Source: an optimization exercise on an open RTL-to-GDS flow (aim: small area, a short achievable clock period and few clock cycles per item). Production flows keep margins and buffers that such runs may drop. For this run, only the layout was checked, not whether the RTL still works.

`run.sh`:
```
#!/bin/bash
# synth_recipe.tcl (not shown) runs the flow's synth.tcl, then flattens the netlist and writes it again
# the make line also repeats each setting of config.mk as NAME=value (left out here)
make -C /OpenROAD-flow-scripts/flow DESIGN_CONFIG=/design/flow/config.mk WORK_HOME=/design/flow/orfs CLKGATE_MAP_FILE= SYNTH_SCRIPT=/design/flow/synth_recipe.tcl finish
```
`config.mk`:
```
export PLATFORM = sky130hd
export DESIGN_NAME = fir_top
export DESIGN_NICKNAME = fir_top
export VERILOG_FILES = /design/flow/design.v
export SDC_FILE = /design/flow/constraint.sdc
export NUM_CORES = 4
export LEC_CHECK = 0
export CAP_MARGIN = 20
export CORE_MARGIN = 2
export CORE_UTILIZATION = 65
export CTS_BUF_LIST = sky130_fd_sc_hd__clkbuf_8
export CTS_CLUSTER_SIZE = 30
export SETUP_SLACK_MARGIN = 5
export SLEW_MARGIN = 20
export SYNTH_HIERARCHICAL = 1
```
`constraint.sdc`:
```
create_clock -name core_clock -period 10.0 [get_ports {clk}]
set_input_delay 2.0000 -clock core_clock [delete_from_list [all_inputs] [get_ports {clk}]]
set_output_delay 2.0000 -clock core_clock [all_outputs]
set_load 0.01 [all_outputs]
```
`design.v`:
```
module fir_top (
    input  wire       clk,
    input  wire       resetN,
    input  wire       sampleClk,
    input  wire [7:0] sample,
    output wire [7:0] sum,
    output reg        dav
);
   reg [7:0] h1, h2, h3, h4, h5, h6, h7, h8;
   reg [8:0] s34, s25, s16;
   reg [9:0] m3;
   reg [19:0] t1;
   reg [3:0] ic;
   wire busy = ~ic[3] | ~ic[2];
   wire en = sampleClk | busy;
   wire [7:0] xin = busy ? 8'd0 : sample;
   wire s_1, c_2;
   ha us_1 (h2[0], h3[0], s_1, c_2);
   wire s_3, c_4;
   ha us_3 (h2[1], h3[1], s_3, c_4);
   wire s_5, c_6;
   ha us_5 (h2[2], h3[2], s_5, c_6);
   wire s_7, c_8;
   ha us_7 (h2[3], h3[3], s_7, c_8);
   wire s_9, c_10;
   ha us_9 (h2[4], h3[4], s_9, c_10);
   wire s_11, c_12;
   ha us_11 (h2[5], h3[5], s_11, c_12);
   wire s_13, c_14;
   ha us_13 (h2[6], h3[6], s_13, c_14);
   wire s_15, c_16;
   ha us_15 (h2[7], h3[7], s_15, c_16);
   wire s_17, c_18;
   ha us_17 (h2[7], h3[7], s_17, c_18);
   wire G_19 = c_4 | (s_3 & c_2);
   wire G_21 = c_6 | (s_5 & c_4);
   wire P_22 = s_5 & s_3;
   wire G_23 = c_8 | (s_7 & c_6);
   wire P_24 = s_7 & s_5;
   wire G_25 = c_10 | (s_9 & c_8);
   wire P_26 = s_9 & s_7;
   wire G_27 = c_12 | (s_11 & c_10);
   wire P_28 = s_11 & s_9;
   wire G_29 = c_14 | (s_13 & c_12);
   wire P_30 = s_13 & s_11;
   wire G_31 = c_16 | (s_15 & c_14);
   wire P_32 = s_15 & s_13;
   wire G_33 = c_18 | (s_17 & c_16);
   wire P_34 = s_17 & s_15;
   wire G_35 = G_21 | (P_22 & c_2);
   wire G_37 = G_23 | (P_24 & G_19);
   wire G_39 = G_25 | (P_26 & G_21);
   wire P_40 = P_26 & P_22;
   wire G_41 = G_27 | (P_28 & G_23);
   wire P_42 = P_28 & P_24;
   wire G_43 = G_29 | (P_30 & G_25);
   wire P_44 = P_30 & P_26;
   wire G_45 = G_31 | (P_32 & G_27);
   wire P_46 = P_32 & P_28;
   wire G_47 = G_33 | (P_34 & G_29);
   wire P_48 = P_34 & P_30;
   wire G_49 = G_39 | (P_40 & c_2);
   wire G_51 = G_41 | (P_42 & G_19);
   wire G_53 = G_43 | (P_44 & G_35);
   wire G_55 = G_45 | (P_46 & G_37);
   wire G_57 = G_47 | (P_48 & G_39);
   wire P_58 = P_48 & P_40;
   wire G_59 = G_57 | (P_58 & c_2);
   wire [8:0] s34n;
   assign s34n[0] = ~(s_1);
   assign s34n[1] = ~(s_3 ^ c_2);
   assign s34n[2] = ~(s_5 ^ G_19);
   assign s34n[3] = ~(s_7 ^ G_35);
   assign s34n[4] = ~(s_9 ^ G_37);
   assign s34n[5] = ~(s_11 ^ G_49);
   assign s34n[6] = ~(s_13 ^ G_51);
   assign s34n[7] = ~(s_15 ^ G_53);
   assign s34n[8] = s_17 ^ G_55;
   wire s_61, c_62;
   ha us_61 (h1[0], h4[0], s_61, c_62);
   wire s_63, c_64;
   ha us_63 (h1[1], h4[1], s_63, c_64);
   wire s_65, c_66;
   ha us_65 (h1[2], h4[2], s_65, c_66);
   wire s_67, c_68;
   ha us_67 (h1[3], h4[3], s_67, c_68);
   wire s_69, c_70;
   ha us_69 (h1[4], h4[4], s_69, c_70);
   wire s_71, c_72;
   ha us_71 (h1[5], h4[5], s_71, c_72);
   wire s_73, c_74;
   ha us_73 (h1[6], h4[6], s_73, c_74);
   wire s_75, c_76;
   ha us_75 (h1[7], h4[7], s_75, c_76);
   wire s_77, c_78;
   ha us_77 (h1[7], h4[7], s_77, c_78);
   wire G_79 = c_64 | (s_63 & c_62);
   wire G_81 = c_66 | (s_65 & c_64);
   wire P_82 = s_65 & s_63;
   wire G_83 = c_68 | (s_67 & c_66);
   wire P_84 = s_67 & s_65;
   wire G_85 = c_70 | (s_69 & c_68);
   wire P_86 = s_69 & s_67;
   wire G_87 = c_72 | (s_71 & c_70);
   wire P_88 = s_71 & s_69;
   wire G_89 = c_74 | (s_73 & c_72);
   wire P_90 = s_73 & s_71;
   wire G_91 = c_76 | (s_75 & c_74);
   wire P_92 = s_75 & s_73;
   wire G_93 = c_78 | (s_77 & c_76);
   wire P_94 = s_77 & s_75;
   wire G_95 = G_81 | (P_82 & c_62);
   wire G_97 = G_83 | (P_84 & G_79);
   wire G_99 = G_85 | (P_86 & G_81);
   wire P_100 = P_86 & P_82;
   wire G_101 = G_87 | (P_88 & G_83);
   wire P_102 = P_88 & P_84;
   wire G_103 = G_89 | (P_90 & G_85);
   wire P_104 = P_90 & P_86;
   wire G_105 = G_91 | (P_92 & G_87);
   wire P_106 = P_92 & P_88;
   wire G_107 = G_93 | (P_94 & G_89);
   wire P_108 = P_94 & P_90;
   wire G_109 = G_99 | (P_100 & c_62);
   wire G_111 = G_101 | (P_102 & G_79);
   wire G_113 = G_103 | (P_104 & G_95);
   wire G_115 = G_105 | (P_106 & G_97);
   wire G_117 = G_107 | (P_108 & G_99);
   wire P_118 = P_108 & P_100;
   wire G_119 = G_117 | (P_118 & c_62);
   wire [8:0] s25n;
   assign s25n[0] = ~(s_61);
   assign s25n[1] = ~(s_63 ^ c_62);
   assign s25n[2] = ~(s_65 ^ G_79);
   assign s25n[3] = ~(s_67 ^ G_95);
   assign s25n[4] = ~(s_69 ^ G_97);
   assign s25n[5] = ~(s_71 ^ G_109);
   assign s25n[6] = ~(s_73 ^ G_111);
   assign s25n[7] = ~(s_75 ^ G_113);
   assign s25n[8] = s_77 ^ G_115;
   wire s_121, c_122;
   ha us_121 (xin[0], h5[0], s_121, c_122);
   wire s_123, c_124;
   ha us_123 (xin[1], h5[1], s_123, c_124);
   wire s_125, c_126;
   ha us_125 (xin[2], h5[2], s_125, c_126);
   wire s_127, c_128;
   ha us_127 (xin[3], h5[3], s_127, c_128);
   wire s_129, c_130;
   ha us_129 (xin[4], h5[4], s_129, c_130);
   wire s_131, c_132;
   ha us_131 (xin[5], h5[5], s_131, c_132);
   wire s_133, c_134;
   ha us_133 (xin[6], h5[6], s_133, c_134);
   wire s_135, c_136;
   ha us_135 (xin[7], h5[7], s_135, c_136);
   wire s_137, c_138;
   ha us_137 (xin[7], h5[7], s_137, c_138);
   wire G_139 = c_124 | (s_123 & c_122);
   wire G_141 = c_126 | (s_125 & c_124);
   wire P_142 = s_125 & s_123;
   wire G_143 = c_128 | (s_127 & c_126);
   wire P_144 = s_127 & s_125;
   wire G_145 = c_130 | (s_129 & c_128);
   wire P_146 = s_129 & s_127;
   wire G_147 = c_132 | (s_131 & c_130);
   wire P_148 = s_131 & s_129;
   wire G_149 = c_134 | (s_133 & c_132);
   wire P_150 = s_133 & s_131;
   wire G_151 = c_136 | (s_135 & c_134);
   wire P_152 = s_135 & s_133;
   wire G_153 = c_138 | (s_137 & c_136);
   wire P_154 = s_137 & s_135;
   wire G_155 = G_141 | (P_142 & c_122);
   wire G_157 = G_143 | (P_144 & G_139);
   wire G_159 = G_145 | (P_146 & G_141);
   wire P_160 = P_146 & P_142;
   wire G_161 = G_147 | (P_148 & G_143);
   wire P_162 = P_148 & P_144;
   wire G_163 = G_149 | (P_150 & G_145);
   wire P_164 = P_150 & P_146;
   wire G_165 = G_151 | (P_152 & G_147);
   wire P_166 = P_152 & P_148;
   wire G_167 = G_153 | (P_154 & G_149);
   wire P_168 = P_154 & P_150;
   wire G_169 = G_159 | (P_160 & c_122);
   wire G_171 = G_161 | (P_162 & G_139);
   wire G_173 = G_163 | (P_164 & G_155);
   wire G_175 = G_165 | (P_166 & G_157);
   wire G_177 = G_167 | (P_168 & G_159);
   wire P_178 = P_168 & P_160;
   wire G_179 = G_177 | (P_178 & c_122);
   wire [8:0] s16n;
   assign s16n[0] = ~(s_121);
   assign s16n[1] = ~(s_123 ^ c_122);
   assign s16n[2] = ~(s_125 ^ G_139);
   assign s16n[3] = ~(s_127 ^ G_155);
   assign s16n[4] = ~(s_129 ^ G_157);
   assign s16n[5] = ~(s_131 ^ G_169);
   assign s16n[6] = ~(s_133 ^ G_171);
   assign s16n[7] = ~(s_135 ^ G_173);
   assign s16n[8] = s_137 ^ G_175;
   wire s_181, c_182;
   ha us_181 (xin[1], xin[0], s_181, c_182);
   wire s_183, c_184;
   ha us_183 (xin[2], xin[1], s_183, c_184);
   wire s_185, c_186;
   ha us_185 (xin[3], xin[2], s_185, c_186);
   wire s_187, c_188;
   ha us_187 (xin[4], xin[3], s_187, c_188);
   wire s_189, c_190;
   ha us_189 (xin[5], xin[4], s_189, c_190);
   wire s_191, c_192;
   ha us_191 (xin[6], xin[5], s_191, c_192);
   wire s_193, c_194;
   ha us_193 (xin[7], xin[6], s_193, c_194);
   wire s_195, c_196;
   ha us_195 (xin[7], xin[7], s_195, c_196);
   wire s_197, c_198;
   ha us_197 (xin[7], xin[7], s_197, c_198);
   wire G_199 = c_182 | (s_181 & 1'b0);
   wire G_201 = c_184 | (s_183 & c_182);
   wire P_202 = s_183 & s_181;
   wire G_203 = c_186 | (s_185 & c_184);
   wire P_204 = s_185 & s_183;
   wire G_205 = c_188 | (s_187 & c_186);
   wire P_206 = s_187 & s_185;
   wire G_207 = c_190 | (s_189 & c_188);
   wire P_208 = s_189 & s_187;
   wire G_209 = c_192 | (s_191 & c_190);
   wire P_210 = s_191 & s_189;
   wire G_211 = c_194 | (s_193 & c_192);
   wire P_212 = s_193 & s_191;
   wire G_213 = c_196 | (s_195 & c_194);
   wire P_214 = s_195 & s_193;
   wire G_215 = c_198 | (s_197 & c_196);
   wire P_216 = s_197 & s_195;
   wire G_217 = G_201 | (P_202 & 1'b0);
   wire G_219 = G_203 | (P_204 & G_199);
   wire G_221 = G_205 | (P_206 & G_201);
   wire P_222 = P_206 & P_202;
   wire G_223 = G_207 | (P_208 & G_203);
   wire P_224 = P_208 & P_204;
   wire G_225 = G_209 | (P_210 & G_205);
   wire P_226 = P_210 & P_206;
   wire G_227 = G_211 | (P_212 & G_207);
   wire P_228 = P_212 & P_208;
   wire G_229 = G_213 | (P_214 & G_209);
   wire P_230 = P_214 & P_210;
   wire G_231 = G_215 | (P_216 & G_211);
   wire P_232 = P_216 & P_212;
   wire G_233 = G_221 | (P_222 & 1'b0);
   wire G_235 = G_223 | (P_224 & G_199);
   wire G_237 = G_225 | (P_226 & G_217);
   wire G_239 = G_227 | (P_228 & G_219);
   wire G_241 = G_229 | (P_230 & G_221);
   wire P_242 = P_230 & P_222;
   wire G_243 = G_231 | (P_232 & G_223);
   wire P_244 = P_232 & P_224;
   wire G_245 = G_241 | (P_242 & 1'b0);
   wire G_247 = G_243 | (P_244 & G_199);
   wire [9:0] m3n;
   assign m3n[0] = ~(xin[0]);
   assign m3n[1] = ~(s_181 ^ 1'b0);
   assign m3n[2] = ~(s_183 ^ G_199);
   assign m3n[3] = ~(s_185 ^ G_217);
   assign m3n[4] = ~(s_187 ^ G_219);
   assign m3n[5] = ~(s_189 ^ G_233);
   assign m3n[6] = ~(s_191 ^ G_235);
   assign m3n[7] = ~(s_193 ^ G_237);
   assign m3n[8] = ~(s_195 ^ G_239);
   assign m3n[9] = s_197 ^ G_245;
   wire s_249, c_250;
   fa us_249 (s34[1], s25[4], s25[2], s_249, c_250);
   wire s_251, c_252;
   fa us_251 (s34[2], s25[5], s25[3], s_251, c_252);
   wire s_253, c_254;
   xr xs_253 (s34[4], s25[1], s_253);
   anb ns_253 (s34[4], s25[1], c_254);
   wire s_255, c_256;
   fa us_255 (s34[3], s25[6], s25[4], s_255, c_256);
   wire s_257, c_258;
   fa us_257 (s25[2], s16[4], s16[2], s_257, c_258);
   wire s_259, c_260;
   xr xs_259 (s34[5], s16[0], s_259);
   anb ns_259 (s34[5], s16[0], c_260);
   wire s_261, c_262;
   fa us_261 (s34[4], s34[0], s25[7], s_261, c_262);
   wire s_263, c_264;
   fa us_263 (s25[5], s25[3], s16[5], s_263, c_264);
   wire s_265, c_266;
   fa us_265 (s16[3], s16[1], h7[7], s_265, c_266);
   wire s_267, c_268;
   xr xs_267 (s34[6], h7[4], s_267);
   anb ns_267 (s34[6], h7[4], c_268);
   wire s_269, c_270;
   fa us_269 (s34[5], s34[1], s25[8], s_269, c_270);
   wire s_271, c_272;
   fa us_271 (s25[6], s25[4], s16[6], s_271, c_272);
   wire s_273, c_274;
   fa us_273 (s16[4], s16[2], h7[5], s_273, c_274);
   wire s_275, c_276;
   fa us_275 (s34[7], s25[0], h7[3], s_275, c_276);
   wire s_277, c_278;
   fa us_277 (s34[6], s34[2], s25[7], s_277, c_278);
   wire s_279, c_280;
   fa us_279 (s25[5], s16[7], s16[5], s_279, c_280);
   wire s_281, c_282;
   fa us_281 (s16[3], h7[6], h8[6], s_281, c_282);
   wire s_283, c_284;
   xr xs_283 (s34[8], s25[1], s_283);
   nr ns_283 (s34[8], s25[1], c_284);
   wire s_285, c_286;
   fa us_285 (s34[7], s34[3], s25[8], s_285, c_286);
   wire s_287, c_288;
   fa us_287 (s25[6], s16[8], s16[6], s_287, c_288);
   wire s_289, c_290;
   fa us_289 (s34[0], s25[2], h7[7], s_289, c_290);
   wire s_291, c_292;
   fa us_291 (~s16[4], h7[5], h8[7], s_291, c_292);
   wire s_293, c_294;
   fa us_293 (s34[8], s34[4], s25[7], s_293, c_294);
   wire s_295, c_296;
   xr xs_295 (s34[1], s25[3], s_295);
   nr ns_295 (s34[1], s25[3], c_296);
   wire s_297, c_298;
   fa us_297 (s34[0], s25[3], s25[1], s_297, c_298);
   wire s_299, c_300;
   xr xs_299 (s34[2], s16[1], s_299);
   anb ns_299 (s34[2], s16[1], c_300);
   wire s_301, c_302;
   fa us_301 (s_249, s25[0], s16[2], s_301, c_302);
   wire s_303, c_304;
   fa us_303 (s16[0], h7[1], h8[1], s_303, c_304);
   wire s_305, c_306;
   xr xs_305 (s34[3], h7[4], s_305);
   nr ns_305 (s34[3], h7[4], c_306);
   wire s_307, c_308;
   fa us_307 (c_250, s_251, s16[3], s_307, c_308);
   wire s_309, c_310;
   fa us_309 (s16[1], h7[2], h8[2], s_309, c_310);
   wire s_311, c_312;
   fa us_311 (s_253, h7[5], h7[0], s_311, c_312);
   wire s_313, c_314;
   fa us_313 (c_252, c_254, s_255, s_313, c_314);
   wire s_315, c_316;
   fa us_315 (s_257, h7[3], h8[3], s_315, c_316);
   wire s_317, c_318;
   fa us_317 (s_259, h7[6], h7[1], s_317, c_318);
   wire s_319, c_320;
   fa us_319 (c_256, c_258, c_260, s_319, c_320);
   wire s_321, c_322;
   fa us_321 (s_261, s_263, s_265, s_321, c_322);
   wire s_323, c_324;
   fa us_323 (s_267, h7[2], ~h8[4], s_323, c_324);
   wire s_325, c_326;
   fa us_325 (c_262, c_264, c_266, s_325, c_326);
   wire s_327, c_328;
   fa us_327 (c_268, s_269, s_271, s_327, c_328);
   wire s_329, c_330;
   fa us_329 (s_273, ~s_275, h8[5], s_329, c_330);
   wire s_331, c_332;
   fa us_331 (c_270, c_272, c_274, s_331, c_332);
   wire s_333, c_334;
   fa us_333 (s_277, s_279, s_281, s_333, c_334);
   wire s_335, c_336;
   fa us_335 (c_276, ~s_283, h7[4], s_335, c_336);
   wire s_337, c_338;
   fa us_337 (c_278, c_280, c_282, s_337, c_338);
   wire s_339, c_340;
   fa us_339 (c_284, s_285, s_287, s_339, c_340);
   wire s_341, c_342;
   ha us_341 (s_289, s_291, s_341, c_342);
   wire s_343, c_344;
   fa us_343 (c_286, c_288, s_293, s_343, c_344);
   wire s_345, c_346;
   fa us_345 (s_295, s16[7], s16[5], s_345, c_346);
   wire s_347, c_348;
   fa us_347 (c_290, c_292, h7[6], s_347, c_348);
   wire s_349, c_350;
   fa us_349 (c_294, c_296, s34[5], s_349, c_350);
   wire s_351, c_352;
   fa us_351 (s25[8], s16[8], s16[6], s_351, c_352);
   wire s_353, c_354;
   fa us_353 (s34[2], s25[4], ~h7[7], s_353, c_354);
   wire s_355, c_356;
   fa us_355 (~s34[6], s34[3], s25[5], s_355, c_356);
   wire s_357, c_358;
   xr xs_357 (s34[1], s25[2], s_357);
   anb ns_357 (s34[1], s25[2], c_358);
   wire s_359, c_360;
   fa us_359 (s_297, h7[0], h8[0], s_359, c_360);
   wire s_361, c_362;
   xr xs_361 (s_299, h7[3], s_361);
   nr ns_361 (s_299, h7[3], c_362);
   wire s_363, c_364;
   fa us_363 (c_298, c_300, s_301, s_363, c_364);
   wire s_365, c_366;
   fa us_365 (s_303, s_305, 1'b1, s_365, c_366);
   wire s_367, c_368;
   fa us_367 (c_302, c_304, c_306, s_367, c_368);
   wire s_369, c_370;
   fa us_369 (s_307, s_309, ~s_311, s_369, c_370);
   wire s_371, c_372;
   fa us_371 (c_308, c_310, s_313, s_371, c_372);
   wire s_373, c_374;
   fa us_373 (c_312, ~s_315, s_317, s_373, c_374);
   wire s_375, c_376;
   fa us_375 (c_314, c_316, s_319, s_375, c_376);
   wire s_377, c_378;
   fa us_377 (c_318, ~s_321, s_323, s_377, c_378);
   wire s_379, c_380;
   fa us_379 (c_320, c_322, s_325, s_379, c_380);
   wire s_381, c_382;
   fa us_381 (~c_324, s_327, s_329, s_381, c_382);
   wire s_383, c_384;
   fa us_383 (c_326, c_328, c_330, s_383, c_384);
   wire s_385, c_386;
   fa us_385 (s_331, s_333, ~s_335, s_385, c_386);
   wire s_387, c_388;
   fa us_387 (c_332, c_334, s_337, s_387, c_388);
   wire s_389, c_390;
   fa us_389 (c_336, ~s_339, s_341, s_389, c_390);
   wire s_391, c_392;
   fa us_391 (c_338, c_340, s_343, s_391, c_392);
   wire s_393, c_394;
   fa us_393 (c_342, ~s_345, s_347, s_393, c_394);
   wire s_395, c_396;
   fa us_395 (c_344, c_346, s_349, s_395, c_396);
   wire s_397, c_398;
   fa us_397 (c_348, ~s_351, s_353, s_397, c_398);
   wire s_399, c_400;
   fa us_399 (c_350, c_352, s16[7], s_399, c_400);
   wire s_401, c_402;
   ha us_401 (c_354, s_355, s_401, c_402);
   wire s_403, c_404;
   fa us_403 (c_356, s34[4], s25[6], s_403, c_404);
   wire s_405, c_406;
   fa us_405 (s34[7], s16[8], 1'b1, s_405, c_406);
   wire s_407, c_408;
   fa us_407 (~s34[8], s34[5], s25[7], s_407, c_408);
   wire s_409, c_410;
   xr xs_409 (s34[0], s25[1], s_409);
   anb ns_409 (s34[0], s25[1], c_410);
   wire s_411, c_412;
   fa us_411 (~s_357, s25[0], s16[0], s_411, c_412);
   wire s_413, c_414;
   fa us_413 (c_358, s_359, s_361, s_413, c_414);
   wire s_415, c_416;
   fa us_415 (c_360, c_362, s_363, s_415, c_416);
   wire s_417, c_418;
   fa us_417 (c_364, c_366, s_367, s_417, c_418);
   wire s_419, c_420;
   fa us_419 (c_368, c_370, s_371, s_419, c_420);
   wire s_421, c_422;
   fa us_421 (c_372, ~c_374, s_375, s_421, c_422);
   wire s_423, c_424;
   fa us_423 (c_376, s_379, s_381, s_423, c_424);
   wire s_425, c_426;
   fa us_425 (c_380, c_382, s_383, s_425, c_426);
   wire s_427, c_428;
   fa us_427 (c_384, c_386, s_387, s_427, c_428);
   wire s_429, c_430;
   fa us_429 (c_388, ~c_390, s_391, s_429, c_430);
   wire s_431, c_432;
   fa us_431 (c_392, ~c_394, s_395, s_431, c_432);
   wire s_433, c_434;
   fa us_433 (c_396, ~c_398, s_399, s_433, c_434);
   wire s_435, c_436;
   fa us_435 (~c_400, c_402, s_403, s_435, c_436);
   wire s_437, c_438;
   fa us_437 (c_404, ~c_406, s_407, s_437, c_438);
   wire s_439, c_440;
   fa us_439 (c_408, s34[6], s25[8], s_439, c_440);
   wire s_441, c_442;
   xr xs_441 (s25[0], h7[0], s_441);
   anb ns_441 (h7[0], s25[0], c_442);
   wire s_443, c_444;
   ha us_443 (s_409, h7[1], s_443, c_444);
   wire s_445, c_446;
   fa us_445 (c_410, s_411, ~h7[2], s_445, c_446);
   wire s_447, c_448;
   fa us_447 (c_412, s_413, 1'b1, s_447, c_448);
   wire s_449, c_450;
   fa us_449 (c_414, s_415, s_365, s_449, c_450);
   wire s_451, c_452;
   fa us_451 (c_416, s_417, s_369, s_451, c_452);
   wire s_453, c_454;
   fa us_453 (c_418, s_419, ~s_373, s_453, c_454);
   wire s_455, c_456;
   fa us_455 (c_420, s_421, ~s_377, s_455, c_456);
   wire s_457, c_458;
   fa us_457 (c_422, s_423, ~c_378, s_457, c_458);
   wire s_459, c_460;
   fa us_459 (c_424, s_425, s_385, s_459, c_460);
   wire s_461, c_462;
   fa us_461 (c_426, s_427, ~s_389, s_461, c_462);
   wire s_463, c_464;
   fa us_463 (c_428, s_429, ~s_393, s_463, c_464);
   wire s_465, c_466;
   fa us_465 (c_430, s_431, ~s_397, s_465, c_466);
   wire s_467, c_468;
   fa us_467 (c_432, s_433, ~s_401, s_467, c_468);
   wire s_469, c_470;
   fa us_469 (c_434, ~s_435, s_405, s_469, c_470);
   wire s_471, c_472;
   ha us_471 (c_436, s_437, s_471, c_472);
   wire s_473, c_474;
   ha us_473 (c_438, s_439, s_473, c_474);
   wire s_475, c_476;
   xr xs_475 (c_440, s34[7], s_475);
   nr ns_475 (c_440, s34[7], c_476);
   wire s_477, c_478;
   xr xs_477 (s_441, 1'b1, s_477);
   anb ns_477 (s_441, 1'b1, c_478);
   wire s_479, c_480;
   xr xs_479 (c_442, s_443, s_479);
   anb ns_479 (s_443, c_442, c_480);
   wire s_481, c_482;
   xr xs_481 (c_444, s_445, s_481);
   anb ns_481 (c_444, s_445, c_482);
   wire s_483, c_484;
   ha us_483 (c_446, s_447, s_483, c_484);
   wire s_485, c_486;
   ha us_485 (c_448, s_449, s_485, c_486);
   wire s_487, c_488;
   ha us_487 (c_450, s_451, s_487, c_488);
   wire s_489, c_490;
   ha us_489 (c_452, s_453, s_489, c_490);
   wire s_491, c_492;
   ha us_491 (c_454, s_455, s_491, c_492);
   wire s_493, c_494;
   ha us_493 (c_456, s_457, s_493, c_494);
   wire s_495, c_496;
   ha us_495 (c_458, s_459, s_495, c_496);
   wire s_497, c_498;
   ha us_497 (c_460, s_461, s_497, c_498);
   wire s_499, c_500;
   ha us_499 (c_462, s_463, s_499, c_500);
   wire s_501, c_502;
   ha us_501 (c_464, s_465, s_501, c_502);
   wire s_503, c_504;
   ha us_503 (c_466, s_467, s_503, c_504);
   wire s_505, c_506;
   ha us_505 (c_468, s_469, s_505, c_506);
   wire s_507, c_508;
   xr xs_507 (c_470, s_471, s_507);
   anb ns_507 (s_471, c_470, c_508);
   wire s_509, c_510;
   xr xs_509 (c_472, s_473, s_509);
   nr ns_509 (c_472, s_473, c_510);
   wire s_511, c_512;
   xr xs_511 (c_474, s_475, s_511);
   anb ns_511 (c_474, s_475, c_512);
   wire s_513, c_514;
   xr xs_513 (c_476, s34[8], s_513);
   anb ns_513 (s34[8], c_476, c_514);
   wire G_515 = c_480 | (~s_479 & c_478);
   wire G_517 = c_482 | (~s_481 & c_480);
   wire P_518 = ~s_481 & ~s_479;
   wire G_519 = c_484 | (s_483 & c_482);
   wire P_520 = s_483 & ~s_481;
   wire G_521 = c_486 | (s_485 & c_484);
   wire P_522 = s_485 & s_483;
   wire G_523 = c_488 | (s_487 & c_486);
   wire P_524 = s_487 & s_485;
   wire G_525 = c_490 | (s_489 & c_488);
   wire P_526 = s_489 & s_487;
   wire G_527 = c_492 | (s_491 & c_490);
   wire P_528 = s_491 & s_489;
   wire G_529 = c_494 | (s_493 & c_492);
   wire P_530 = s_493 & s_491;
   wire G_531 = c_496 | (s_495 & c_494);
   wire P_532 = s_495 & s_493;
   wire G_533 = c_498 | (s_497 & c_496);
   wire P_534 = s_497 & s_495;
   wire G_535 = c_500 | (s_499 & c_498);
   wire P_536 = s_499 & s_497;
   wire G_537 = c_502 | (s_501 & c_500);
   wire P_538 = s_501 & s_499;
   wire G_539 = c_504 | (s_503 & c_502);
   wire P_540 = s_503 & s_501;
   wire G_541 = c_506 | (s_505 & c_504);
   wire P_542 = s_505 & s_503;
   wire G_543 = c_508 | (~s_507 & c_506);
   wire P_544 = ~s_507 & s_505;
   wire G_545 = c_510 | (s_509 & c_508);
   wire P_546 = s_509 & ~s_507;
   wire G_547 = c_512 | (~s_511 & c_510);
   wire P_548 = ~s_511 & s_509;
   wire G_549 = c_514 | (~s_513 & c_512);
   wire P_550 = ~s_513 & ~s_511;
   wire G_551 = 1'b0 | (1'b0 & c_514);
   wire P_552 = 1'b0 & ~s_513;
   wire G_553 = G_517 | (P_518 & c_478);
   wire G_555 = G_519 | (P_520 & G_515);
   wire G_557 = G_521 | (P_522 & G_517);
   wire P_558 = P_522 & P_518;
   wire G_559 = G_523 | (P_524 & G_519);
   wire P_560 = P_524 & P_520;
   wire G_561 = G_525 | (P_526 & G_521);
   wire P_562 = P_526 & P_522;
   wire G_563 = G_527 | (P_528 & G_523);
   wire P_564 = P_528 & P_524;
   wire G_565 = G_529 | (P_530 & G_525);
   wire P_566 = P_530 & P_526;
   wire G_567 = G_531 | (P_532 & G_527);
   wire P_568 = P_532 & P_528;
   wire G_569 = G_533 | (P_534 & G_529);
   wire P_570 = P_534 & P_530;
   wire G_571 = G_535 | (P_536 & G_531);
   wire P_572 = P_536 & P_532;
   wire G_573 = G_537 | (P_538 & G_533);
   wire P_574 = P_538 & P_534;
   wire G_575 = G_539 | (P_540 & G_535);
   wire P_576 = P_540 & P_536;
   wire G_577 = G_541 | (P_542 & G_537);
   wire P_578 = P_542 & P_538;
   wire G_579 = G_543 | (P_544 & G_539);
   wire P_580 = P_544 & P_540;
   wire G_581 = G_545 | (P_546 & G_541);
   wire P_582 = P_546 & P_542;
   wire G_583 = G_547 | (P_548 & G_543);
   wire P_584 = P_548 & P_544;
   wire G_585 = G_549 | (P_550 & G_545);
   wire P_586 = P_550 & P_546;
   wire G_587 = G_551 | (P_552 & G_547);
   wire P_588 = P_552 & P_548;
   wire G_589 = G_557 | (P_558 & c_478);
   wire G_591 = G_559 | (P_560 & G_515);
   wire G_593 = G_561 | (P_562 & G_553);
   wire G_595 = G_563 | (P_564 & G_555);
   wire G_597 = G_565 | (P_566 & G_557);
   wire P_598 = P_566 & P_558;
   wire G_599 = G_567 | (P_568 & G_559);
   wire P_600 = P_568 & P_560;
   wire G_601 = G_569 | (P_570 & G_561);
   wire P_602 = P_570 & P_562;
   wire G_603 = G_571 | (P_572 & G_563);
   wire P_604 = P_572 & P_564;
   wire G_605 = G_573 | (P_574 & G_565);
   wire P_606 = P_574 & P_566;
   wire G_607 = G_575 | (P_576 & G_567);
   wire P_608 = P_576 & P_568;
   wire G_609 = G_577 | (P_578 & G_569);
   wire P_610 = P_578 & P_570;
   wire G_611 = G_579 | (P_580 & G_571);
   wire P_612 = P_580 & P_572;
   wire G_613 = G_581 | (P_582 & G_573);
   wire P_614 = P_582 & P_574;
   wire G_615 = G_583 | (P_584 & G_575);
   wire P_616 = P_584 & P_576;
   wire G_617 = G_585 | (P_586 & G_577);
   wire P_618 = P_586 & P_578;
   wire G_619 = G_587 | (P_588 & G_579);
   wire P_620 = P_588 & P_580;
   wire G_621 = G_597 | (P_598 & c_478);
   wire G_623 = G_599 | (P_600 & G_515);
   wire G_625 = G_601 | (P_602 & G_553);
   wire G_627 = G_603 | (P_604 & G_555);
   wire G_629 = G_605 | (P_606 & G_589);
   wire G_631 = G_607 | (P_608 & G_591);
   wire G_633 = G_609 | (P_610 & G_593);
   wire G_635 = G_611 | (P_612 & G_595);
   wire G_637 = G_613 | (P_614 & G_597);
   wire P_638 = P_614 & P_598;
   wire G_639 = G_615 | (P_616 & G_599);
   wire P_640 = P_616 & P_600;
   wire G_641 = G_617 | (P_618 & G_601);
   wire P_642 = P_618 & P_602;
   wire G_643 = G_619 | (P_620 & G_603);
   wire P_644 = P_620 & P_604;
   wire G_645 = G_637 | (P_638 & c_478);
   wire G_647 = G_639 | (P_640 & G_515);
   wire G_649 = G_641 | (P_642 & G_553);
   wire G_651 = G_643 | (P_644 & G_555);
   wire [19:0] t1n;
   assign t1n[0] = ~s_477;
   assign t1n[1] = ~s_479 ^ c_478;
   assign t1n[2] = ~s_481 ^ G_515;
   assign t1n[3] = s_483 ^ G_553;
   assign t1n[4] = s_485 ^ G_555;
   assign t1n[5] = s_487 ^ G_589;
   assign t1n[6] = s_489 ^ G_591;
   assign t1n[7] = s_491 ^ G_593;
   assign t1n[8] = s_493 ^ G_595;
   assign t1n[9] = s_495 ^ G_621;
   assign t1n[10] = s_497 ^ G_623;
   assign t1n[11] = s_499 ^ G_625;
   assign t1n[12] = s_501 ^ G_627;
   assign t1n[13] = s_503 ^ G_629;
   assign t1n[14] = s_505 ^ G_631;
   assign t1n[15] = ~s_507 ^ G_633;
   assign t1n[16] = s_509 ^ G_635;
   assign t1n[17] = ~s_511 ^ G_645;
   assign t1n[18] = ~s_513 ^ G_647;
   assign t1n[19] = ~(1'b0 ^ G_649);
   wire s_653, c_654;
   fa us_653 (t1[3], m3[0], ~h1[3], s_653, c_654);
   wire s_655, c_656;
   fa us_655 (t1[4], m3[1], ~h1[4], s_655, c_656);
   wire s_657, c_658;
   fa us_657 (t1[5], m3[2], ~h1[5], s_657, c_658);
   wire s_659, c_660;
   fa us_659 (t1[6], m3[3], ~h1[6], s_659, c_660);
   wire s_661, c_662;
   fa us_661 (t1[7], m3[4], h1[7], s_661, c_662);
   wire s_663, c_664;
   fa us_663 (t1[8], m3[5], 1'b1, s_663, c_664);
   wire s_665, c_666;
   ha us_665 (t1[9], m3[6], s_665, c_666);
   wire s_667, c_668;
   ha us_667 (t1[10], m3[7], s_667, c_668);
   wire s_669, c_670;
   ha us_669 (t1[11], m3[8], s_669, c_670);
   wire s_671, c_672;
   ha us_671 (t1[12], m3[9], s_671, c_672);
   wire s_673, c_674;
   xr xs_673 (t1[0], h1[0], s_673);
   anb ns_673 (h1[0], t1[0], c_674);
   wire s_675, c_676;
   xr xs_675 (t1[1], h1[1], s_675);
   anb ns_675 (h1[1], t1[1], c_676);
   wire s_677, c_678;
   xr xs_677 (t1[2], h1[2], s_677);
   anb ns_677 (h1[2], t1[2], c_678);
   wire s_679, c_680;
   ha us_679 (c_654, s_655, s_679, c_680);
   wire s_681, c_682;
   ha us_681 (c_656, s_657, s_681, c_682);
   wire s_683, c_684;
   ha us_683 (c_658, s_659, s_683, c_684);
   wire s_685, c_686;
   ha us_685 (c_660, s_661, s_685, c_686);
   wire s_687, c_688;
   ha us_687 (c_662, s_663, s_687, c_688);
   wire s_689, c_690;
   ha us_689 (c_664, s_665, s_689, c_690);
   wire s_691, c_692;
   ha us_691 (c_666, s_667, s_691, c_692);
   wire s_693, c_694;
   ha us_693 (c_668, s_669, s_693, c_694);
   wire s_695, c_696;
   ha us_695 (c_670, s_671, s_695, c_696);
   wire s_697, c_698;
   ha us_697 (t1[13], c_672, s_697, c_698);
   wire G_699 = c_676 | (~s_675 & c_674);
   wire G_701 = c_678 | (~s_677 & c_676);
   wire P_702 = ~s_677 & ~s_675;
   wire G_703 = 1'b0 | (s_653 & c_678);
   wire P_704 = s_653 & ~s_677;
   wire G_705 = c_680 | (s_679 & 1'b0);
   wire P_706 = s_679 & s_653;
   wire G_707 = c_682 | (s_681 & c_680);
   wire P_708 = s_681 & s_679;
   wire G_709 = c_684 | (s_683 & c_682);
   wire P_710 = s_683 & s_681;
   wire G_711 = c_686 | (s_685 & c_684);
   wire P_712 = s_685 & s_683;
   wire G_713 = c_688 | (s_687 & c_686);
   wire P_714 = s_687 & s_685;
   wire G_715 = c_690 | (s_689 & c_688);
   wire P_716 = s_689 & s_687;
   wire G_717 = c_692 | (s_691 & c_690);
   wire P_718 = s_691 & s_689;
   wire G_719 = c_694 | (s_693 & c_692);
   wire P_720 = s_693 & s_691;
   wire G_721 = c_696 | (s_695 & c_694);
   wire P_722 = s_695 & s_693;
   wire G_723 = c_698 | (s_697 & c_696);
   wire P_724 = s_697 & s_695;
   wire G_725 = 1'b0 | (t1[14] & c_698);
   wire P_726 = t1[14] & s_697;
   wire G_727 = 1'b0 | (t1[15] & 1'b0);
   wire P_728 = t1[15] & t1[14];
   wire G_729 = 1'b0 | (t1[16] & 1'b0);
   wire P_730 = t1[16] & t1[15];
   wire G_731 = 1'b0 | (t1[17] & 1'b0);
   wire P_732 = t1[17] & t1[16];
   wire G_733 = 1'b0 | (t1[18] & 1'b0);
   wire P_734 = t1[18] & t1[17];
   wire G_735 = 1'b0 | (t1[19] & 1'b0);
   wire P_736 = t1[19] & t1[18];
   wire G_737 = G_701 | (P_702 & c_674);
   wire G_739 = G_703 | (P_704 & G_699);
   wire G_741 = G_705 | (P_706 & G_701);
   wire P_742 = P_706 & P_702;
   wire G_743 = G_707 | (P_708 & G_703);
   wire P_744 = P_708 & P_704;
   wire G_745 = G_709 | (P_710 & G_705);
   wire P_746 = P_710 & P_706;
   wire G_747 = G_711 | (P_712 & G_707);
   wire P_748 = P_712 & P_708;
   wire G_749 = G_713 | (P_714 & G_709);
   wire P_750 = P_714 & P_710;
   wire G_751 = G_715 | (P_716 & G_711);
   wire P_752 = P_716 & P_712;
   wire G_753 = G_717 | (P_718 & G_713);
   wire P_754 = P_718 & P_714;
   wire G_755 = G_719 | (P_720 & G_715);
   wire P_756 = P_720 & P_716;
   wire G_757 = G_721 | (P_722 & G_717);
   wire P_758 = P_722 & P_718;
   wire G_759 = G_723 | (P_724 & G_719);
   wire P_760 = P_724 & P_720;
   wire G_761 = G_725 | (P_726 & G_721);
   wire P_762 = P_726 & P_722;
   wire G_763 = G_727 | (P_728 & G_723);
   wire P_764 = P_728 & P_724;
   wire G_765 = G_729 | (P_730 & G_725);
   wire P_766 = P_730 & P_726;
   wire G_767 = G_731 | (P_732 & G_727);
   wire P_768 = P_732 & P_728;
   wire G_769 = G_733 | (P_734 & G_729);
   wire P_770 = P_734 & P_730;
   wire G_771 = G_735 | (P_736 & G_731);
   wire P_772 = P_736 & P_732;
   wire G_773 = G_741 | (P_742 & c_674);
   wire G_775 = G_743 | (P_744 & G_699);
   wire G_777 = G_745 | (P_746 & G_737);
   wire G_779 = G_747 | (P_748 & G_739);
   wire G_781 = G_749 | (P_750 & G_741);
   wire P_782 = P_750 & P_742;
   wire G_783 = G_751 | (P_752 & G_743);
   wire P_784 = P_752 & P_744;
   wire G_785 = G_753 | (P_754 & G_745);
   wire P_786 = P_754 & P_746;
   wire G_787 = G_755 | (P_756 & G_747);
   wire P_788 = P_756 & P_748;
   wire G_789 = G_757 | (P_758 & G_749);
   wire P_790 = P_758 & P_750;
   wire G_791 = G_759 | (P_760 & G_751);
   wire P_792 = P_760 & P_752;
   wire G_793 = G_761 | (P_762 & G_753);
   wire P_794 = P_762 & P_754;
   wire G_795 = G_763 | (P_764 & G_755);
   wire P_796 = P_764 & P_756;
   wire G_797 = G_765 | (P_766 & G_757);
   wire P_798 = P_766 & P_758;
   wire G_799 = G_767 | (P_768 & G_759);
   wire P_800 = P_768 & P_760;
   wire G_801 = G_769 | (P_770 & G_761);
   wire P_802 = P_770 & P_762;
   wire G_803 = G_771 | (P_772 & G_763);
   wire P_804 = P_772 & P_764;
   wire G_805 = G_781 | (P_782 & c_674);
   wire G_807 = G_783 | (P_784 & G_699);
   wire G_809 = G_785 | (P_786 & G_737);
   wire G_811 = G_787 | (P_788 & G_739);
   wire G_813 = G_789 | (P_790 & G_773);
   wire G_815 = G_791 | (P_792 & G_775);
   wire G_817 = G_793 | (P_794 & G_777);
   wire G_819 = G_795 | (P_796 & G_779);
   wire G_821 = G_797 | (P_798 & G_781);
   wire P_822 = P_798 & P_782;
   wire G_823 = G_799 | (P_800 & G_783);
   wire P_824 = P_800 & P_784;
   wire G_825 = G_801 | (P_802 & G_785);
   wire P_826 = P_802 & P_786;
   wire G_827 = G_803 | (P_804 & G_787);
   wire P_828 = P_804 & P_788;
   wire G_829 = G_821 | (P_822 & c_674);
   wire G_831 = G_823 | (P_824 & G_699);
   wire G_833 = G_825 | (P_826 & G_737);
   wire G_835 = G_827 | (P_828 & G_739);
   wire [19:0] r;
   assign r[0] = ~s_673;
   assign r[1] = ~s_675 ^ c_674;
   assign r[2] = ~s_677 ^ G_699;
   assign r[3] = s_653 ^ G_737;
   assign r[4] = s_679 ^ G_739;
   assign r[5] = s_681 ^ G_773;
   assign r[6] = s_683 ^ G_775;
   assign r[7] = s_685 ^ G_777;
   assign r[8] = s_687 ^ G_779;
   assign r[9] = s_689 ^ G_805;
   assign r[10] = s_691 ^ G_807;
   assign r[11] = s_693 ^ G_809;
   assign r[12] = s_695 ^ G_811;
   assign r[13] = s_697 ^ G_813;
   assign r[14] = t1[14] ^ G_815;
   assign r[15] = t1[15] ^ G_817;
   assign r[16] = t1[16] ^ G_819;
   assign r[17] = t1[17] ^ G_829;
   assign r[18] = t1[18] ^ G_831;
   assign r[19] = t1[19] ^ G_833;
   wire c7;
   carry7 uc7 (r[9:3], sample[6:0], c7);
   wire up0, sp0, sn0, up1, sp1, sn1, up, sp, sn;
   presel ups0 (r[19:10], sample[7], 1'b0, up0, sp0, sn0);
   presel ups1 (r[19:10], sample[7], 1'b1, up1, sp1, sn1);
   mux3 upsm (c7, {up0, sp0, sn0}, {up1, sp1, sn1}, {up, sp, sn});
   reg [7:0] rq;
   reg upq, spq, snq;
   wire [7:0] rinc = rq + upq;
   assign sum = spq ? 8'h7f : snq ? 8'h80 : rinc;
   always @(posedge clk, negedge resetN)
     if (!resetN) begin
        ic <= 4'd0;
        dav <= 1'b0;
     end else begin
        if (busy) ic <= ic + 4'd1;
        dav <= sampleClk & ~busy;
     end
   always @(posedge clk) begin
      rq <= r[18:11];
      upq <= up; spq <= sp; snq <= sn;
      if (en) begin
         t1 <= t1n;
         s34 <= s34n; s25 <= s25n; s16 <= s16n;
         m3 <= m3n;
         h1 <= xin; h2 <= h1; h3 <= h2; h4 <= h3;
         h5 <= h4; h6 <= h5; h7 <= h6; h8 <= h7;
      end
   end
endmodule
module carry7 (input [6:0] a, input [6:0] b, output c);
   wire [7:0] s = {1'b0, a} + {1'b0, b};
   assign c = s[7];
endmodule
module presel (input [9:0] r, input x7, input c, output up, output sp, output sn);
   wire signed [8:0] rs = r[9:1];
   wire nx = ~x7;
   wire n0 = ~r[0] & ~nx & ~c;
   wire n3 = r[0] & nx & c;
   assign up = (r[0] & nx) | (r[0] & c) | (nx & c);
   assign sp = (rs >= 9'sd129) | ((rs == 9'sd128) & ~n0) | ((rs == 9'sd127) & n3);
   assign sn = (rs <= -9'sd130) | ((rs == -9'sd129) & ~n3) | ((rs == -9'sd128) & n0);
endmodule
module mux3 (input s, input [2:0] a, input [2:0] b, output [2:0] y);
   assign y = s ? b : a;
endmodule
module fa (input a, input b, input c, output s, output co);
   assign s = a ^ b ^ c;
   assign co = (a & b) | (a & c) | (b & c);
endmodule
module ha (input a, input b, output s, output co);
   assign s = a ^ b;
   assign co = a & b;
endmodule
module xr (input a, input b, output y);
   assign y = a ^ b;
endmodule
module nr (input a, input b, output y);
   assign y = ~(a | b);
endmodule
module anb (input a, input b, output y);
   assign y = ~a & b;
endmodule
```
==> impl_metrics.json <==
{
  "worst_path_max_delay_cell": "fa_1",
  "cts.sinks": 137,
  "outcome": "timing/DRC/antenna clean",
  "grt_pass1_vias": 6408,
  "max-slew-margin-rel_pct": 44.3,
  "cts_tree": "done",
  "synth_area_leaders": "edfxtp_1, fa_1, ha_1, xor2_1, inv_1",
  "rows": 45,
  "drive_above_1_share_pct": 13.5,
  "finClkSkew_ns": 0.0172,
  "final_cell_mix": "edfxtp_1, fa_1, inv_1",
  "synth_edf_count": 121,
  "grt_use_total_pct": 27.6,
  "grt_overflow": 0,
  "synth_cells": 782,
  "drc": 0,
  "yosys_register_bits": 137,
  "final_common_cell": "edfxtp_1",
  "synthArstFlopShare_pct": 3.65,
  "diodes": 0,
  "fin_crit_sh_pct": 49.9,
  "critPathMaxFanout": 6,
  "crit_family": "adder cells",
  "grt_max_degree": 67,
  "dp_hpwl_um": 16100,
  "syn_to_final_growth_pct": 11.9,
  "ant_nets": 0,
  "synth.cell_area_um2": 9990,
  "crit_type": "register to register",
  "cp_cell_sequence": "buf_4 -> fa_1 -> fa_1 -> fa_2 -> fa_2 -> fa_1 -> ha_2 -> a21oi_1 -> o21ai_2 -> o41ai_4 -> buf_4 -> o21ai_0 -> xnor2_1",
  "htreeDepth": 4,
  "yosysTopAreaCell": "edfxtp_1",
  "max_stage_delay_ns": 0.57,
  "globalplace.congestion": 0.904,
  "wire_per_inst_um": 20.1,
  "start_kind": "register",
  "synth_seq_area_share_pct": 39.8,
  "post_drt_via_cell_ratio": 5.80,
  "setup_viol": 0,
  "synth_top_area_share_pct": 36.4,
  "drt_iter0_drc": 466,
  "numCtsBuffers": 17,
  "hold_viol": 0,
  "coreArea_um2": 15100,
  "grt_first_pass_wirelength_um": 33300,
  "dieArea_um2": 16400,
  "die_w_um": 128,
  "cts_hold_buf": 0,
  "report.final.slew_viol_count": 0,
  "worst_pin_slew_ns": 0.835,
  "routed_wl_um": 21200,
  "rsz0062_at_grt": "yes",
  "tns_ns": 0,
  "critical_path_required_ns": 10.24,
  "syn_area_per_cell_um2": 12.8,
  "synth-main-ff-cell": "edfxtp_1",
  "clock_latency_ns": 0.45,
  "io_pins": 20,
  "max_cap_viol_count": 0,
  "hold_ws_ns": 0.429,
  "firstDrtPassIters": 4,
  "root_buffer": "clkbuf_8",
  "dieHeight_um": 128,
  "period_needed_ns": 4.99,
  "io_buffers": 19,
  "nNetsFinal": 1047,
  "fmax_ghz": 0.201,
  "yosysUniqueCellTypes": 54,
  "critPathBufInv": 2,
  "vias": 6105,
  "clock_path_buffers": 2,
  "hold_path.class": "register to register",
  "ys_warn_count": 7,
  "setup.worst_path.end_class": "register",
  "cp_common_cell": "fa_1",
  "arrival_ns": 5.23,
  "path_clk_slew_ns": 0.09,
  "start_util_pct": 66.2,
  "antenna_found_initial": 0
}
[per-module statistics from Yosys, one instance, submodules excluded]
module	cell area, um^2	times used	flip-flops and latches
fir_top	6330	1	137
carry7	125	1	0
ha	12.5	67	0
mux3	33.8	1	0
anb	13.8	16	0
nr	3.75	6	0
fa	20.0	103	0
presel	86.3	2	0
xr	8.76	21	0
[registers in the layout, indices dropped and copies added, names as in the netlist, 9 cells and up]
signal and cells:
m3 10, s16 9, s25 9, s34 9, t1 20
[kinds of logic (layout without fill, tap and decap cells)]
logic type / Yosys count / after routing / synth area share (%)
adders and majority gates: 186 / 186 / 31.0
DFF: 137 / 137 / 39.8
buffers and inverters: 79 / 152 / 2.97
other: 2 / 12 / 0.0752
AOI/OAI and AO/OA: 129 / 129 / 8.72
muxes: 8 / 8 / 0.852
xor gates and xnor gates: 73 / 73 / 6.40
and+or+nand+nor: 168 / 168 / 10.2
[metal layers]
| layer | vias to the layer above | track usage (%) | wire length (um) |
|---|---|---|---|
| li1 | 2871 | - | - |
| met1 | 3051 | 40.1 | 9680 |
| met2 | 158 | 42.9 | 10000 |
| met3 | 25 | 5.09 | 1030 |
| met4 | 0 | 8.47 | 414 |
| met5 | - | 0 | 0 |
[through the flow]
step | instances | utilization [%] | setup WS [ns] | instance area, um^2
floorplan | 792 | - | 5.28 | 10000
global placement | 997 | 69.3 | 4.91 | 10500
detailed placement | 997 | 69.3 | 4.88 | 10500
CTS | 1041 | 72.4 | 4.96 | 10900
global route | 1053 | 74.0 | 4.89 | 11200
finish | 1053 | 74.0 | 5.01 | 11200
[cell type report]
cell class | instances | area (um^2)
Sequential cell | 137 | 3980
Multi-Input combinational cell | 576 | 5920
Fill cell | 976 | 3920
Tap cell | 188 | 235
Clock buffer | 17 | 234
Timing Repair Buffer | 44 | 378
Inverter | 76 | 285
Clock inverter | 15 | 141
[cell usage after synthesis (all sizes together), types with 4 or more instances]
master / number
nor3: 8
nand2: 27
or2: 5
dfrtp: 5
a21oi: 52
xor2: 42
nor2: 32
nor3b: 4
xnor2: 31
edfxtp: 121
ha: 81
nand3: 24
nand2b: 15
o21ai: 25
nand4: 4
nor2b: 22
a31o: 4
inv: 76
or4: 6
mux2i: 4
o21a: 8
fa: 103
dfxtp: 11
o41ai: 4
a211oi: 4
a21o: 17
mux2: 4
and3: 15
[path summary, 6_finish.rpt]
check	end	cells after the start	from	slack, ns
worst max-delay path	t1[13]	13	s25[4]	5.01
worst min-delay path	h7[7]	0	h6[7]	0.43
min in group asynchronous	ic[1]	1	resetN	1.77
worst max register to register	t1[13]	13	s25[4]	5.01
max in group asynchronous	dav	1	resetN	8.05
worst min register to register	h7[7]	0	h6[7]	0.43
[timing repair]
item,in CTS,in global routing
pin swaps,2,5
resized for setup,2,30
setup endpoints to repair,8,8
buffers inserted,12,12

-- separate check: timing with driven ports --
No port has a modelled driver above. Below, the same layout with a new extraction and two added sets of constraints. Step 1 sets driving cells, clkbuf_16 on the clock port and buf_2 on the other inputs (assumed; they add their load-dependent delay and slew). Step 2 also shifts input and output timing later by t, the mid clock arrival at the registers, as if the neighbouring blocks saw the same clock. Three values: ideal, step 1, step 2; two values: the first two.
t, ns: 0.480
slack for setup (ns): 5.014 / 5.014 / 5.014
worst setup path after step 2: register to register
worst data-port slew with drivers (ns): 0.03
After both steps this run still meets setup and hold. The setup slack of this run moves by 0.000 ns with the drivers and by 0.000 ns with both steps.
